What follows belongs to an exercise in optimizing a design on an open flow for small area and a short achievable clock period; a production flow would make more cautious choices.
Function was checked by simulation only, so behaviour that the tests miss may differ from the original.
No activity file was given, so power comes from the tool's default toggle rates.

==> flow/design.v <==
module booth_enc(
	input [2:0] code,
	output neg,
	output zero,
	output one,
	output two
);
assign neg  = code[2];
assign zero = (code==3'b000) || (code==3'b111);
assign two  = (code==3'b100) || (code==3'b011);
assign one  = !zero & !two;
endmodule
module gen_prod (
	input [63:0] A,
	input neg,
	input zero,
	input one,
	input two,
	output [127:0] prod
);
reg [127:0] prod_pre;
always @ (*) begin
	prod_pre = 64'd0;
	if (zero)
		prod_pre = 64'd0;
	else if (one)
		prod_pre = { { 64'b0 }, A};
	else if (two)
		prod_pre = { { 63'b0 }, A, 1'b0};
end
assign prod = neg ? ( ~prod_pre+1'b1 ) : prod_pre;
endmodule
module compress4_2 #(width=128) (
  input  [width - 1 : 0]  a,
  input  [width - 1 : 0]  b,
  input  [width - 1 : 0]  c,
  input  [width - 1 : 0]  d,
  input  [width - 1 : 0]  cin,
  output [width - 1 : 0]  sum,
  output [width - 1 : 0]  carry,
  output [width - 1 : 0]  cout
);
    assign sum=a^b^c^d^cin;
    assign carry=((a^b^c^d)&cin) | (~(a^b^c^d)&d);
    assign cout=((a^b)&c) | (~(a^b)&a);
endmodule
module wallace_tree (
    input clk,nrst,
	input [127:0] prod0,prod1,prod2,prod3,prod4,prod5,prod6,prod7,
	              prod8,prod9,prod10,prod11,prod12,prod13,prod14,prod15,
	              prod16,prod17,prod18,prod19,prod20,prod21,prod22,prod23,
	              prod24,prod25,prod26,prod27,prod28,prod29,prod30,prod31,
    output reg[127:0] P
);
wire [127:0] s_lev01;
wire [127:0] c_lev01;
wire [127:0] s_lev02;
wire [127:0] c_lev02;
wire [127:0] s_lev03;
wire [127:0] c_lev03;
wire [127:0] s_lev04;
wire [127:0] c_lev04;
wire [127:0] s_lev05;
wire [127:0] c_lev05;
wire [127:0] s_lev06;
wire [127:0] c_lev06;
wire [127:0] s_lev07;
wire [127:0] c_lev07;
wire [127:0] s_lev08;
wire [127:0] c_lev08;
reg [127:0] s_lev01_lay1;
reg [127:0] c_lev01_lay1;
reg [127:0] s_lev02_lay1;
reg [127:0] c_lev02_lay1;
reg [127:0] s_lev03_lay1;
reg [127:0] c_lev03_lay1;
reg [127:0] s_lev04_lay1;
reg [127:0] c_lev04_lay1;
reg [127:0] s_lev05_lay1;
reg [127:0] c_lev05_lay1;
reg [127:0] s_lev06_lay1;
reg [127:0] c_lev06_lay1;
reg [127:0] s_lev07_lay1;
reg [127:0] c_lev07_lay1;
reg [127:0] s_lev08_lay1;
reg [127:0] c_lev08_lay1;
wire [127:0] s_lev11;
wire [127:0] c_lev11;
wire [127:0] s_lev12;
wire [127:0] c_lev12;
wire [127:0] s_lev13;
wire [127:0] c_lev13;
wire [127:0] s_lev14;
wire [127:0] c_lev14;
reg [127:0] s_lev11_lay2;
reg [127:0] c_lev11_lay2;
reg [127:0] s_lev12_lay2;
reg [127:0] c_lev12_lay2;
reg [127:0] s_lev13_lay2;
reg [127:0] c_lev13_lay2;
reg [127:0] s_lev14_lay2;
reg [127:0] c_lev14_lay2;
wire [127:0] s_lev21;
wire [127:0] c_lev21;
wire [127:0] s_lev22;
wire [127:0] c_lev22;
reg [127:0] s_lev21_lay3;
reg [127:0] c_lev21_lay3;
reg [127:0] s_lev22_lay3;
reg [127:0] c_lev22_lay3;
wire [127:0] s_lev31;
wire [127:0] c_lev31;
reg [127:0] s_lev31_lay4;
reg [127:0] c_lev31_lay4;
wire [127:0] cout_lev01,cout_lev02,cout_lev03,cout_lev04,cout_lev05,cout_lev06,cout_lev07,cout_lev08,
            cout_lev11,cout_lev12,cout_lev13,cout_lev14,cout_lev21,cout_lev22,cout_lev31;
reg cout;
always @ (posedge clk or negedge nrst)
begin
    if (!nrst)
    begin
       s_lev01_lay1<=0;c_lev01_lay1<=0;s_lev02_lay1<=0;c_lev02_lay1<=0;s_lev03_lay1<=0;c_lev03_lay1<=0;s_lev04_lay1<=0;c_lev04_lay1<=0;
       s_lev05_lay1<=0;c_lev05_lay1<=0;s_lev06_lay1<=0;c_lev06_lay1<=0;s_lev07_lay1<=0;c_lev07_lay1<=0;s_lev08_lay1<=0;c_lev08_lay1<=0;
       s_lev11_lay2<=0;c_lev11_lay2<=0;s_lev12_lay2<=0;c_lev12_lay2<=0;s_lev13_lay2<=0;c_lev13_lay2<=0;s_lev14_lay2<=0;c_lev14_lay2<=0;
       s_lev21_lay3<=0;c_lev21_lay3<=0;s_lev22_lay3<=0;c_lev22_lay3<=0;
       s_lev31_lay4<=0;c_lev31_lay4<=0;
       P<=0;cout<=0;
    end                                                                 
    else                                                                
    begin                                                               
        s_lev01_lay1<=s_lev01;c_lev01_lay1<=c_lev01;s_lev02_lay1<=s_lev02;c_lev02_lay1<=c_lev02;s_lev03_lay1<=s_lev03;c_lev03_lay1<=c_lev03;s_lev04_lay1<=s_lev04;c_lev04_lay1<=c_lev04;
        s_lev05_lay1<=s_lev05;c_lev05_lay1<=c_lev05;s_lev06_lay1<=s_lev06;c_lev06_lay1<=c_lev06;s_lev07_lay1<=s_lev07;c_lev07_lay1<=c_lev07;s_lev08_lay1<=s_lev08;c_lev08_lay1<=c_lev08;        
        s_lev11_lay2<=s_lev11;c_lev11_lay2<=c_lev11;s_lev12_lay2<=s_lev12;c_lev12_lay2<=c_lev12;s_lev13_lay2<=s_lev13;c_lev13_lay2<=c_lev13;s_lev14_lay2<=s_lev14;c_lev14_lay2<=c_lev14;   
        s_lev21_lay3<=s_lev21;c_lev21_lay3<=c_lev21;s_lev22_lay3<=s_lev22;c_lev22_lay3<=c_lev22;          
        s_lev31_lay4<=s_lev31;c_lev31_lay4<=c_lev31;       
        {cout,P}<=s_lev31_lay4+((c_lev31_lay4)<<1);                                        
    end                                                                 
end                                                                     
compress4_2 #(128) compress4_2_lev01(                                   
	.a( prod0      ),                                                   
	.b( prod1 << 2 ),                                                   
	.c( prod2 << 4 ),                                                   
	.d(	prod3 << 6 ),                                                   
	.cin({cout_lev01[126:0],1'b0}),                                     
	.sum  ( s_lev01      ),                                             
	.cout (cout_lev01	 ),
	.carry( c_lev01      )                                              
);                                                                      
compress4_2 #(128) compress4_2_lev02(                                   
	.a( prod4 << 8  ),                                                  
	.b( prod5 << 10 ),                                                  
	.c( prod6 << 12 ),                                                  
	.d(	prod7 << 14 ),                                                  
	.cin({cout_lev02[126:0],1'b0}),
	.sum	( s_lev02      ),                                           
	.cout (cout_lev02	 ),                                             
	.carry	( c_lev02      )                                            
);                                                                      
compress4_2 #(128) compress4_2_lev03(                                   
	.a( prod8 <<  16  ),                                                
	.b( prod9 <<  18  ),
	.c( prod10 << 20  ),
	.d(	prod11 << 22  ),
	.cin({cout_lev03[126:0],1'b0}),
	.sum  ( s_lev03      ),
	.cout (cout_lev03	 ),
	.carry( c_lev03      )
);
compress4_2 #(128) compress4_2_lev04(
	.a( prod12 << 24   ),
	.b( prod13 << 26   ),
	.c( prod14 << 28   ),
	.d(	prod15 << 30   ),
	.cin({cout_lev04[126:0],1'b0}),
	.sum  ( s_lev04      ),
	.cout (cout_lev04	 ),
	.carry( c_lev04      )
);
compress4_2 #(128) compress4_2_lev05(
	.a( prod16<<32      ),
	.b( prod17 << 34 ),
	.c( prod18 << 36 ),
	.d(	prod19 << 38 ),
	.cin({cout_lev05[126:0],1'b0}),
	.sum  ( s_lev05      ),
	.cout (cout_lev05	 ),
	.carry( c_lev05      )
);
compress4_2 #(128) compress4_2_lev06(
	.a( prod20<<40      ),
	.b( prod21 << 42 ),
	.c( prod22 << 44 ),
	.d(	prod23 << 46 ),
	.cin({cout_lev06[126:0],1'b0}),
	.sum  ( s_lev06      ),
	.cout (cout_lev06	 ),
	.carry( c_lev06      )
);
compress4_2 #(128) compress4_2_lev07(
	.a( prod24<<48      ),
	.b( prod25 << 50 ),
	.c( prod26 << 52 ),
	.d(	prod27 << 54 ),
	.cin({cout_lev07[126:0],1'b0}),
	.sum  ( s_lev07      ),
	.cout (cout_lev07	 ),
	.carry( c_lev07      )
);
compress4_2 #(128) compress4_2_lev08(
	.a( prod28<<56      ),
	.b( prod29 << 58 ),
	.c( prod30 << 60 ),
	.d(	prod31 << 62 ),
	.cin({cout_lev08[126:0],1'b0}),
	.sum  ( s_lev08      ),
	.cout (cout_lev08	 ),
	.carry( c_lev08      )
);
compress4_2 #(128) compress4_2_lev11(
	.a( s_lev01_lay1       ),
	.b( c_lev01_lay1 <<1	  ),
	.c( s_lev02_lay1 	  ),
	.d(	c_lev02_lay1 <<1	  ),
	.cin({cout_lev11[126:0],1'b0}),
	.sum  ( s_lev11      ),
	.cout (cout_lev11	 ),
	.carry( c_lev11      )
);
compress4_2 #(128) compress4_2_lev12(
	.a( s_lev03_lay1       ),
	.b( c_lev03_lay1 <<1	  ),
	.c( s_lev04_lay1 	  ),
	.d(	c_lev04_lay1 <<1	  ),
	.cin({cout_lev12[126:0],1'b0}),
	.sum  ( s_lev12      ),
	.cout (cout_lev12	 ),
	.carry( c_lev12      )
);
compress4_2 #(128) compress4_2_lev13(
	.a( s_lev05_lay1       ),
	.b( c_lev05_lay1 <<1	  ),
	.c( s_lev06_lay1 	  ),
	.d(	c_lev06_lay1 <<1	  ),
	.cin({cout_lev13[126:0],1'b0}),
	.sum  ( s_lev13      ),
	.cout (cout_lev13	 ),
	.carry( c_lev13      )
);
compress4_2 #(128) compress4_2_lev14(
	.a( s_lev07_lay1       ),
	.b( c_lev07_lay1 <<1	  ),
	.c( s_lev08_lay1 	  ),
	.d(	c_lev08_lay1 <<1	  ),
	.cin({cout_lev14[126:0],1'b0}),
	.sum  ( s_lev14      ),
	.cout (cout_lev14	 ),
	.carry( c_lev14      )
);
compress4_2 #(128) compress4_2_lev21(
	.a( s_lev11_lay2       ),
	.b( c_lev11_lay2 <<1	  ),
	.c( s_lev12_lay2 	  ),
	.d(	c_lev12_lay2 <<1	  ),
	.cin({cout_lev21[126:0],1'b0}),
	.sum  ( s_lev21      ),
	.cout (cout_lev21	 ),
	.carry( c_lev21      )
);
compress4_2 #(128) compress4_2_lev22(
	.a( s_lev13_lay2       ),
	.b( c_lev13_lay2 <<1	  ),
	.c( s_lev14_lay2 	  ),
	.d(	c_lev14_lay2 <<1	  ),
	.cin({cout_lev22[126:0],1'b0}),
	.sum  ( s_lev22      ),
	.cout (cout_lev22	 ),
	.carry( c_lev22      )
);
compress4_2 #(128) compress4_2_lev31(
	.a( s_lev21_lay3       ),
	.b( c_lev21_lay3 <<1	  ),
	.c( s_lev22_lay3 	  ),
	.d(	c_lev22_lay3 <<1	  ),
	.cin({cout_lev31[126:0],1'b0}),
	.sum  ( s_lev31      ),
	.cout (cout_lev31	 ),
	.carry( c_lev31      )
);
endmodule
module booth_top(
    input clk,nrst,
	input [63:0] A,
	input [63:0] B,
	output [127:0] P
);
wire [31:0] neg;
wire [31:0] zero;
wire [31:0] one;
wire [31:0] two;
reg [63:0] a,b;
wire [127:0] prod [31:0];
reg [127:0] prod_lay1 [31:0];
integer i;
always @ (posedge clk or negedge nrst)
begin
    if (!nrst)
    begin
        a<=0; b<=0;
        for(i=0;i<32;i=i+1) 
        begin
            prod_lay1[i]<=0;
        end
    end
    else
    begin
        a<=A;
        b<=B;
        for(i=0;i<32;i=i+1) 
        begin
            prod_lay1[i]<=prod[i];
        end
    end
end
genvar i1;
generate 
	for(i1=0; i1<32; i1=i1+1)begin
		if(i1==0)
			booth_enc u_booth_enc(
				.code ({b[1:0],1'b0}),
				.neg  (neg[i1]    ),
				.zero (zero[i1]   ),
				.one  (one[i1]	 ),
				.two  (two[i1]	 )
			);
		else
			booth_enc u_booth_enc(
				.code (b[i1*2+1:i1*2-1]),
				.neg  (neg[i1]    ),
				.zero (zero[i1]   ),
				.one  (one[i1]	 ),
				.two  (two[i1]	 )
			);
	end
endgenerate
generate
	for(i1=0; i1<32; i1=i1+1)begin
		gen_prod u_gen_prod (
			.A    ( a       ),
			.neg  ( neg[i1]  ),
			.zero ( zero[i1] ),
			.one  ( one[i1]  ),
			.two  ( two[i1]  ),
			.prod ( prod[i1] )
		);
	end
endgenerate
wallace_tree u_watree(
    .clk(clk),.nrst(nrst),
    .prod0(prod_lay1[0]),.prod1(prod_lay1[1]),.prod2(prod_lay1[2]),
    .prod3(prod_lay1[3]),.prod4(prod_lay1[4]),.prod5(prod_lay1[5]),
    .prod6(prod_lay1[6]),.prod7(prod_lay1[7]),.prod8(prod_lay1[8]),
    .prod9(prod_lay1[9]),.prod10(prod_lay1[10]),.prod11(prod_lay1[11]),
    .prod12(prod_lay1[12]),.prod13(prod_lay1[13]),.prod14(prod_lay1[14]),.prod15(prod_lay1[15]),
    .prod16(prod_lay1[16]),.prod17(prod_lay1[17]),.prod18(prod_lay1[18]),
    .prod19(prod_lay1[19]),.prod20(prod_lay1[20]),.prod21(prod_lay1[21]),
    .prod22(prod_lay1[22]),.prod23(prod_lay1[23]),.prod24(prod_lay1[24]),
    .prod25(prod_lay1[25]),.prod26(prod_lay1[26]),.prod27(prod_lay1[27]),
    .prod28(prod_lay1[28]),.prod29(prod_lay1[29]),.prod30(prod_lay1[30]),.prod31(prod_lay1[31]),
    .P(P)
);
endmodule
`timescale 1ns / 1ps
module round#(parameter width=128)
(
    input [width-1:0]a,
    output [(width>>1)-1:0]b
    );
    assign b=((a[(width>>1)-1:0])<(1<<((width>>1)-1)))?a[width-1:(width>>1)]:
             ((a[(width>>1)-1:0])>(1<<((width>>1)-1)))?a[width-1:(width>>1)]+1:
             (a[(width>>1)])?(a[width-1:(width>>1)]+1):a[width-1:(width>>1)];
endmodule
`timescale 1ns / 1ps
module man_cre(
    input clk,nrst,
    input [51:0] a,b,
    output  [51:0] pro,
    output reg manover
    );
    reg [51:0] reg_a,reg_b;
    wire [127:0]p1;
    reg [105:0] p2;
    reg [103:0] p3;
    wire [51:0]rou;
    wire [52:0] rou1;
    always @ (posedge clk or negedge nrst)
    begin
        if (!nrst)
        begin
            reg_a<=0;reg_b<=0;
            p2<=0;p3<=0;
            manover<=0;
        end
        else
        begin
            reg_a<=a; reg_b<=b;
            p2<=p1[105]?{p1[104:0],1'b0}:{p1[103:0],2'b0};
            p3<={rou1,51'b0};
            manover<=p1[105]?1:0;
        end
    end
    booth_top boo1(
    .clk(clk),
    .nrst(nrst),
    .A({11'b0,1'b1,reg_a[51:0]}),
    .B({11'b0,1'b1,reg_b[51:0]}),
    .P(p1)
    );
    round #(.width(106))r1
    (
    .a(p2),
    .b(rou1)
    );
    round #(.width(104))r2
    (
    .a(p3),
    .b(rou)
    );
assign pro=rou;
endmodule
`timescale 1ns / 1ps
module DP_floating_multiplier(
    input clk,nrst,
    input [63:0] a,b,
    output reg[63:0] pro
    );
    reg [63:0] reg_a,reg_b;
    wire symbol;
    reg [10:0] order;
    reg [1:0] flag;  
    wire [51:0] man;
    wire manover;
    reg [9:0] dly_sym, dly_zero;
    reg [10:0] dly_ea [0:9];
    reg [10:0] dly_eb [0:9];
    reg manover_d;
    wire [10:0] ea, eb;
    integer k;
    always @ (posedge clk or negedge nrst)
    begin
        if (!nrst)
        begin
            reg_a<=0; reg_b<=0;
            pro<=0;
            dly_sym<=0; dly_zero<=0; manover_d<=0;
            for(k=0;k<10;k=k+1)
            begin
                dly_ea[k]<=0; dly_eb[k]<=0;
            end
        end
        else
        begin
            reg_a<=a; reg_b<=b;
            dly_sym<={dly_sym[8:0],reg_a[63]^reg_b[63]};
            dly_zero<={dly_zero[8:0],(reg_a==0||reg_b==0)};
            dly_ea[0]<=reg_a[62:52]; dly_eb[0]<=reg_b[62:52];
            for(k=1;k<10;k=k+1)
            begin
                dly_ea[k]<=dly_ea[k-1]; dly_eb[k]<=dly_eb[k-1];
            end
            manover_d<=manover;
            if(dly_zero[9]) pro<=0;
            else if (flag==2) pro<=64'h7FF0000000000000;
            else pro<={symbol,order,man};
        end
    end
    assign symbol=dly_sym[9];
    assign ea=dly_ea[9];
    assign eb=dly_eb[9];
    man_cre u_man_cre(.clk(clk),.nrst(nrst),.a(reg_a[51:0]),.b(reg_b[51:0]),.pro(man),.manover(manover));
    always @*
    begin
        flag=(ea+eb-11'd1023>=11'd2047)?2:(ea+eb+1<11'd1023)?0:
              ((ea+eb+2>11'd1023)&&(ea+eb<11'd1023)&&manover_d)?1:1;
        case (flag)
             0: order=0;
             1: order=ea+eb-11'd1023+manover_d;
             2: order=11'd2047;
             default: order=0;
        endcase
    end
endmodule
==> flow/run.sh <==
#!/bin/bash
# synth_recipe.tcl (not shown) runs the flow's synth.tcl, then flattens the netlist and writes it again
# the make line also repeats each setting of config.mk as NAME=value (left out here)
make -C /OpenROAD-flow-scripts/flow DESIGN_CONFIG=/design/flow/config.mk WORK_HOME=/design/flow/orfs CLKGATE_MAP_FILE= SYNTH_SCRIPT=/design/flow/synth_recipe.tcl finish
==> flow/config.mk <==
export PLATFORM = sky130hd
export DESIGN_NAME = DP_floating_multiplier
export DESIGN_NICKNAME = DP_floating_multiplier
export VERILOG_FILES = /design/flow/design.v
export SDC_FILE = /design/flow/constraint.sdc
export NUM_CORES = 8
export LEC_CHECK = 0
export CAP_MARGIN = 20
export CORE_MARGIN = 2
export CORE_UTILIZATION = 40
export PLACE_DENSITY = 0.6
export SLEW_MARGIN = 20
==> flow/constraint.sdc <==
create_clock -name core_clock -period 6.0 [get_ports {clk}]
set_input_delay 1.2000 -clock core_clock [delete_from_list [all_inputs] [get_ports {clk}]]
set_output_delay 1.2000 -clock core_clock [all_outputs]
set_load 0.01 [all_outputs]
==> reports/qor.json <==
{
  "status": {"value": "finished clean"},
  "die_height": {"value": 838, "unit": "µm"},
  "via_count": {"value": 238000},
  "syn_area_per_cell": {"value": 9.63, "unit": "µm²"},
  "top_post_synthesis_cells_by_count": {"value": "sky130_fd_sc_hd__dfrtp_1 (5,260), sky130_fd_sc_hd__nand2_1 (4,024), sky130_fd_sc_hd__xnor2_1 (3,172)"},
  "worst-endpoint-arrival": {"value": 6.64, "unit": "ns"},
  "async_reset_ff_share": {"value": 100, "unit": "%"},
  "drive_gt1_share": {"value": 9.34, "unit": "%"},
  "yosys-mux-area-fraction": {"value": 1.15, "unit": "%"},
  "skew_pair_late_insertion_delay": {"value": 1.19, "unit": "ns"},
  "cts_made_buffers": {"value": 594},
  "maxCapViolations": {"value": 0},
  "leakagePower": {"value": 131, "unit": "nW"},
  "report.final.slew_viol_count": {"value": 0},
  "num_rows": {"value": 306},
  "nets": {"value": 29600},
  "cts.htree.levels": {"value": 6},
  "count_of_unresolved_drc_violations_after_routing": {"value": 0},
  "ff2ff_setup_slack": {"value": 0.36, "unit": "ns"},
  "worstSetupEndpointType": {"value": "flip-flop"},
  "dp.final_hpwl": {"value": 1090000, "unit": "µm"},
  "start_util": {"value": 40.1, "unit": "%"},
  "yosys_most_used_dff": {"value": "sky130_fd_sc_hd__dfrtp_1"},
  "wire_per_inst": {"value": 36.2, "unit": "µm"},
  "floorplan.die_area": {"value": 0.702, "unit": "mm²"},
  "drt-initial-drc-count": {"value": 35500},
  "grt_pass1_wl": {"value": 1890000, "unit": "µm"},
  "drt-total-wl": {"value": 1420000, "unit": "µm"},
  "synth_xor_area_share": {"value": 15.4, "unit": "%"},
  "fp.dieW": {"value": 838, "unit": "µm"},
  "synth_top_family_by_area": {"value": "XOR/XNOR gates"},
  "clockRootBuffer": {"value": "sky130_fd_sc_hd__clkbuf_16"},
  "floorplan.io_pins": {"value": 194},
  "fp.coreArea": {"value": 0.693, "unit": "mm²"},
  "power.density_cell_area": {"value": 547, "unit": "mW/mm²"},
  "peak_vdd_ir": {"value": 478, "unit": "µV"},
  "worstHoldPathType": {"value": "reg2reg"},
  "cts_post_setup_buffers_inserted": {"value": 0},
  "nFillCells": {"value": 64600},
  "register_area": {"value": 0.132, "unit": "mm²"},
  "r2r.worst_path.cells": {"value": 16},
  "synth_simple_gate_area_share": {"value": 12.2, "unit": "%"},
  "timing_worst_slew_pin_value": {"value": 1.42, "unit": "ns"},
  "grt-ovfl-total": {"value": 0},
  "cts_tree": {"value": "built"},
  "synthAdderAreaFrac": {"value": 5.87, "unit": "%"},
  "setup.worst_path.class": {"value": "reg2reg"},
  "startpoint_type": {"value": "flip-flop"},
  "worst_endpoint_required_time": {"value": 7.00, "unit": "ns"},
  "syn-num-nets": {"value": 29500},
  "report.final.setup_viol": {"value": 0},
  "number_of_global_route_vias_before_repair": {"value": 216000},
  "cts_buffer_depth": {"value": 4},
  "synth_most_common_cell": {"value": "sky130_fd_sc_hd__dfrtp_1"},
  "synthDominantAreaCellType": {"value": "sky130_fd_sc_hd__dfrtp_1"},
  "gp_routability_congestion": {"value": 1.04},
  "synth_edf_count": {"value": 0},
  "synthesis.instances": {"value": 28900},
  "post-synth-top-area-fraction": {"value": 47.4, "unit": "%"},
  "yosys_register_bits": {"value": 5260},
  "layout_min_cycle_time": {"value": 5.64, "unit": "ns"},
  "synth_compound_gate_area_share": {"value": 14.8, "unit": "%"},
  "worst_setup_path_startpoint": {"value": "u_man_cre.boo1.b[43]$_DFF_PN0_"},
  "post_synth_instance_area": {"value": 0.278, "unit": "mm²"},
  "numPortBuffers": {"value": 193},
  "via_per_inst": {"value": 6.04},
  "achievable-frequency": {"value": 0.177, "unit": "GHz"},
  "timing.max_slew.rel_slack": {"value": 5.41, "unit": "%"},
  "fin_skew": {"value": 0.100, "unit": "ns"},
  "min_from": {"value": "dly_eb[8][6]$_DFF_PN0_"},
  "seq_area_frac_synth": {"value": 47.4, "unit": "%"},
  "drtAntennaViolNets": {"value": 0},
  "post_cts_resize_count": {"value": 0},
  "grt_antenna_before_repair": {"value": 484},
  "flow.area_growth_from_synthesis": {"value": 14.6, "unit": "%"},
  "grt_util_all_layers": {"value": 39.3, "unit": "%"},
  "final_min_period_over_clock_period": {"value": 93.9, "unit": "%"},
  "cp_max_fo": {"value": 37},
  "cts.sink_count": {"value": 5260},
  "multiInputGateArea": {"value": 0.139, "unit": "mm²"},
  "yosys.cell_types.count": {"value": 102},
  "cts.clk_slew.worst_paths": {"value": 0.07, "unit": "ns"},
  "final.setup.tns": {"value": 0, "unit": "ns"},
  "timing.rr.start": {"value": "u_man_cre.boo1.b[43]$_DFF_PN0_"},
  "timing.final.hold_violations": {"value": 0},
  "r2r_end": {"value": "u_man_cre.boo1.prod_lay1[21][54]$_DFF_PN0_"},
  "final_core_area_utilization": {"value": 46.0, "unit": "%"},
  "hold_path_end": {"value": "dly_eb[9][6]$_DFF_PN0_"},
  "grt_setup_unrepaired": {"value": "no"},
  "synthTopCellsByArea": {"value": "sky130_fd_sc_hd__dfrtp_1 (47%), sky130_fd_sc_hd__xnor2_1 (10%), sky130_fd_sc_hd__nand2_1 (5.4%), sky130_fd_sc_hd__xor2_1 (5.4%), sky130_fd_sc_hd__a21oi_1 (4.1%)"},
  "hold-path-cell-count": {"value": 0},
  "drt_pre_antenna_iters": {"value": 13},
  "grt_start_max_net_pins": {"value": 199},
  "count_of_yosys_warnings_during_synthesis": {"value": 9}
}
-- sequential cells by signal, summed over array words and instances, names as in the netlist, 86 cells and up --
| name | count |
|---|---|
| u_man_cre.boo1.prod_lay1 | 2075 |
| dly_ea | 110 |
| dly_eb | 110 |
| u_man_cre.boo1.u_watree.P | 106 |
| u_man_cre.boo1.u_watree.s_lev11_lay2 | 106 |
| u_man_cre.boo1.u_watree.s_lev21_lay3 | 106 |
| u_man_cre.boo1.u_watree.s_lev31_lay4 | 106 |
| u_man_cre.p2 | 105 |
| u_man_cre.boo1.u_watree.s_lev01_lay1 | 101 |
| u_man_cre.boo1.u_watree.c_lev11_lay2 | 100 |
| u_man_cre.boo1.u_watree.c_lev21_lay3 | 98 |
| u_man_cre.boo1.u_watree.c_lev01_lay1 | 97 |
| u_man_cre.boo1.u_watree.c_lev31_lay4 | 96 |
| u_man_cre.boo1.u_watree.s_lev02_lay1 | 93 |
| u_man_cre.boo1.u_watree.s_lev03_lay1 | 90 |
| u_man_cre.boo1.u_watree.s_lev12_lay2 | 90 |
| u_man_cre.boo1.u_watree.c_lev02_lay1 | 89 |
| u_man_cre.boo1.u_watree.c_lev03_lay1 | 86 |
-- cell usage in the layout (no fill, tap or decap), types with 252 or more instances in the layout --
cell / count
sky130_fd_sc_hd__a31oi_1: 367
sky130_fd_sc_hd__o21a_1: 459
sky130_fd_sc_hd__clkbuf_16: 598
sky130_fd_sc_hd__o22ai_1: 252
sky130_fd_sc_hd__ha_1: 474
sky130_fd_sc_hd__diode_2: 710
sky130_fd_sc_hd__a21oi_1: 2222
sky130_fd_sc_hd__xnor2_1: 3109
sky130_fd_sc_hd__inv_1: 501
sky130_fd_sc_hd__dfrtp_1: 5179
sky130_fd_sc_hd__nand3_1: 507
sky130_fd_sc_hd__maj3_1: 1013
sky130_fd_sc_hd__o21ai_0: 1482
sky130_fd_sc_hd__xor2_1: 1681
sky130_fd_sc_hd__nand2_1: 4007
sky130_fd_sc_hd__nor2_1: 2001
sky130_fd_sc_hd__buf_4: 1017
-- worst max-delay path, cell delays in order, from the launching register on --
cell                       delay, ns
sky130_fd_sc_hd__dfrtp_4        0.56
sky130_fd_sc_hd__buf_4          0.30
sky130_fd_sc_hd__nor3_1         0.45
sky130_fd_sc_hd__a21oi_1        0.09
sky130_fd_sc_hd__buf_4          0.25
sky130_fd_sc_hd__nand2_1        0.10
sky130_fd_sc_hd__ha_1           0.21
sky130_fd_sc_hd__o221ai_1       0.20
sky130_fd_sc_hd__nand4b_1       0.30
sky130_fd_sc_hd__nor4_2         0.37
sky130_fd_sc_hd__buf_4          0.20
sky130_fd_sc_hd__nand4_1        0.32
sky130_fd_sc_hd__or2_1          0.42
sky130_fd_sc_hd__or3_1          0.47
sky130_fd_sc_hd__nor4_2         0.79
sky130_fd_sc_hd__buf_4          0.35
sky130_fd_sc_hd__nor2_1         0.07
-- worst max path at each step --
stage / end / cells past startpoint
after floorplan: u_man_cre.boo1.prod_lay1[3][80]$_DFF_PN0_ / 22
after global placement: u_man_cre.boo1.prod_lay1[5][75]$_DFF_PN0_ / 12
after detailed placement: u_man_cre.boo1.prod_lay1[7][51]$_DFF_PN0_ / 13
after CTS: u_man_cre.boo1.prod_lay1[7][51]$_DFF_PN0_ / 13
after global routing: u_man_cre.boo1.prod_lay1[7][51]$_DFF_PN0_ / 13
final: u_man_cre.boo1.prod_lay1[21][54]$_DFF_PN0_ / 16
-- cells by family after synthesis --
| family | count (synthesis) |
|---|---|
| AO/OA/AOI/OAI | 6629 |
| XOR/XNOR | 4877 |
| adder cells (fa/ha/maj) | 1500 |
| buffers and inverters | 2392 |
| flip-flops | 5260 |
| multiplexers | 302 |
| other | 1 |
| AND/OR/NAND/NOR | 7904 |
-- power by group --
group	internal, mW	switching [mW]
Clock	22.3	16.4
Combinational	25.6	53.4
Sequential	45.8	10.7
-- metal layers --
layer / global-route usage, % / wire [µm] / vias to the layer above
met3: 17.0 / 198000 / 3425
li1: - / - / 99700
met1: 52.3 / 569000 / 119000
met5: 0.0542 / 2260 / -
met2: 51.6 / 547000 / 15200
met4: 25.1 / 109000 / 276
-- layout make-up --
type | instances | area share, %
antenna | 710 | 0.558
sequential | 5260 | 41.4
multi-input combinational | 21200 | 43.6
timing repair buffer | 1310 | 3.64
inverter | 555 | 0.656
clock buffer | 825 | 5.32
tap | 9240 | 3.63
clock inverter | 252 | 1.19
-- stage by stage --
stage               total power, mW  std cells  hold slack (ns)  worst slack, ns  cell area, µm²
floorplan                      90.6      28900            0.331            0.438          278000
global placement                130      37600            0.331            0.474          296000
detailed placement              131      37600            0.335            0.536          296000
CTS                             170      38700            0.319            0.489          317000
global route                    179      39000            0.329           0.0974          318000
finish                          174      39400            0.331            0.363          319000
-- timing repair --
item	CTS	global route
hold buffers	1	0
hold endpoints to repair	8	0
endpoints found under the setup margin	0	0

[afterwards: timing with drivers on the ports]
No port has a modelled driver above. Below, the same layout with a new extraction and two added sets of constraints. Step 1: set_driving_cell puts a clkbuf_16 on clk and a buf_2 on each other input, an assumption about the parent block. Step 2, shift: input delay + t, output delay - t, t = (earliest + latest rising clock arrival at the registers) / 2. This alone moves slack from input paths to output paths. Three values: ideal, step 1, step 2; two values: the first two.
shift t [ns]: 1.276
setup WS [ns]: 0.363 / 0.363 / 0.363
slew at the worst register clock pin (ns): 0.08 / 0.08
worst data-port slew with drivers (ns): 0.06
After both steps this run still meets setup and hold. The setup slack of this run moves by 0.000 ns with the drivers and by 0.000 ns with both steps.
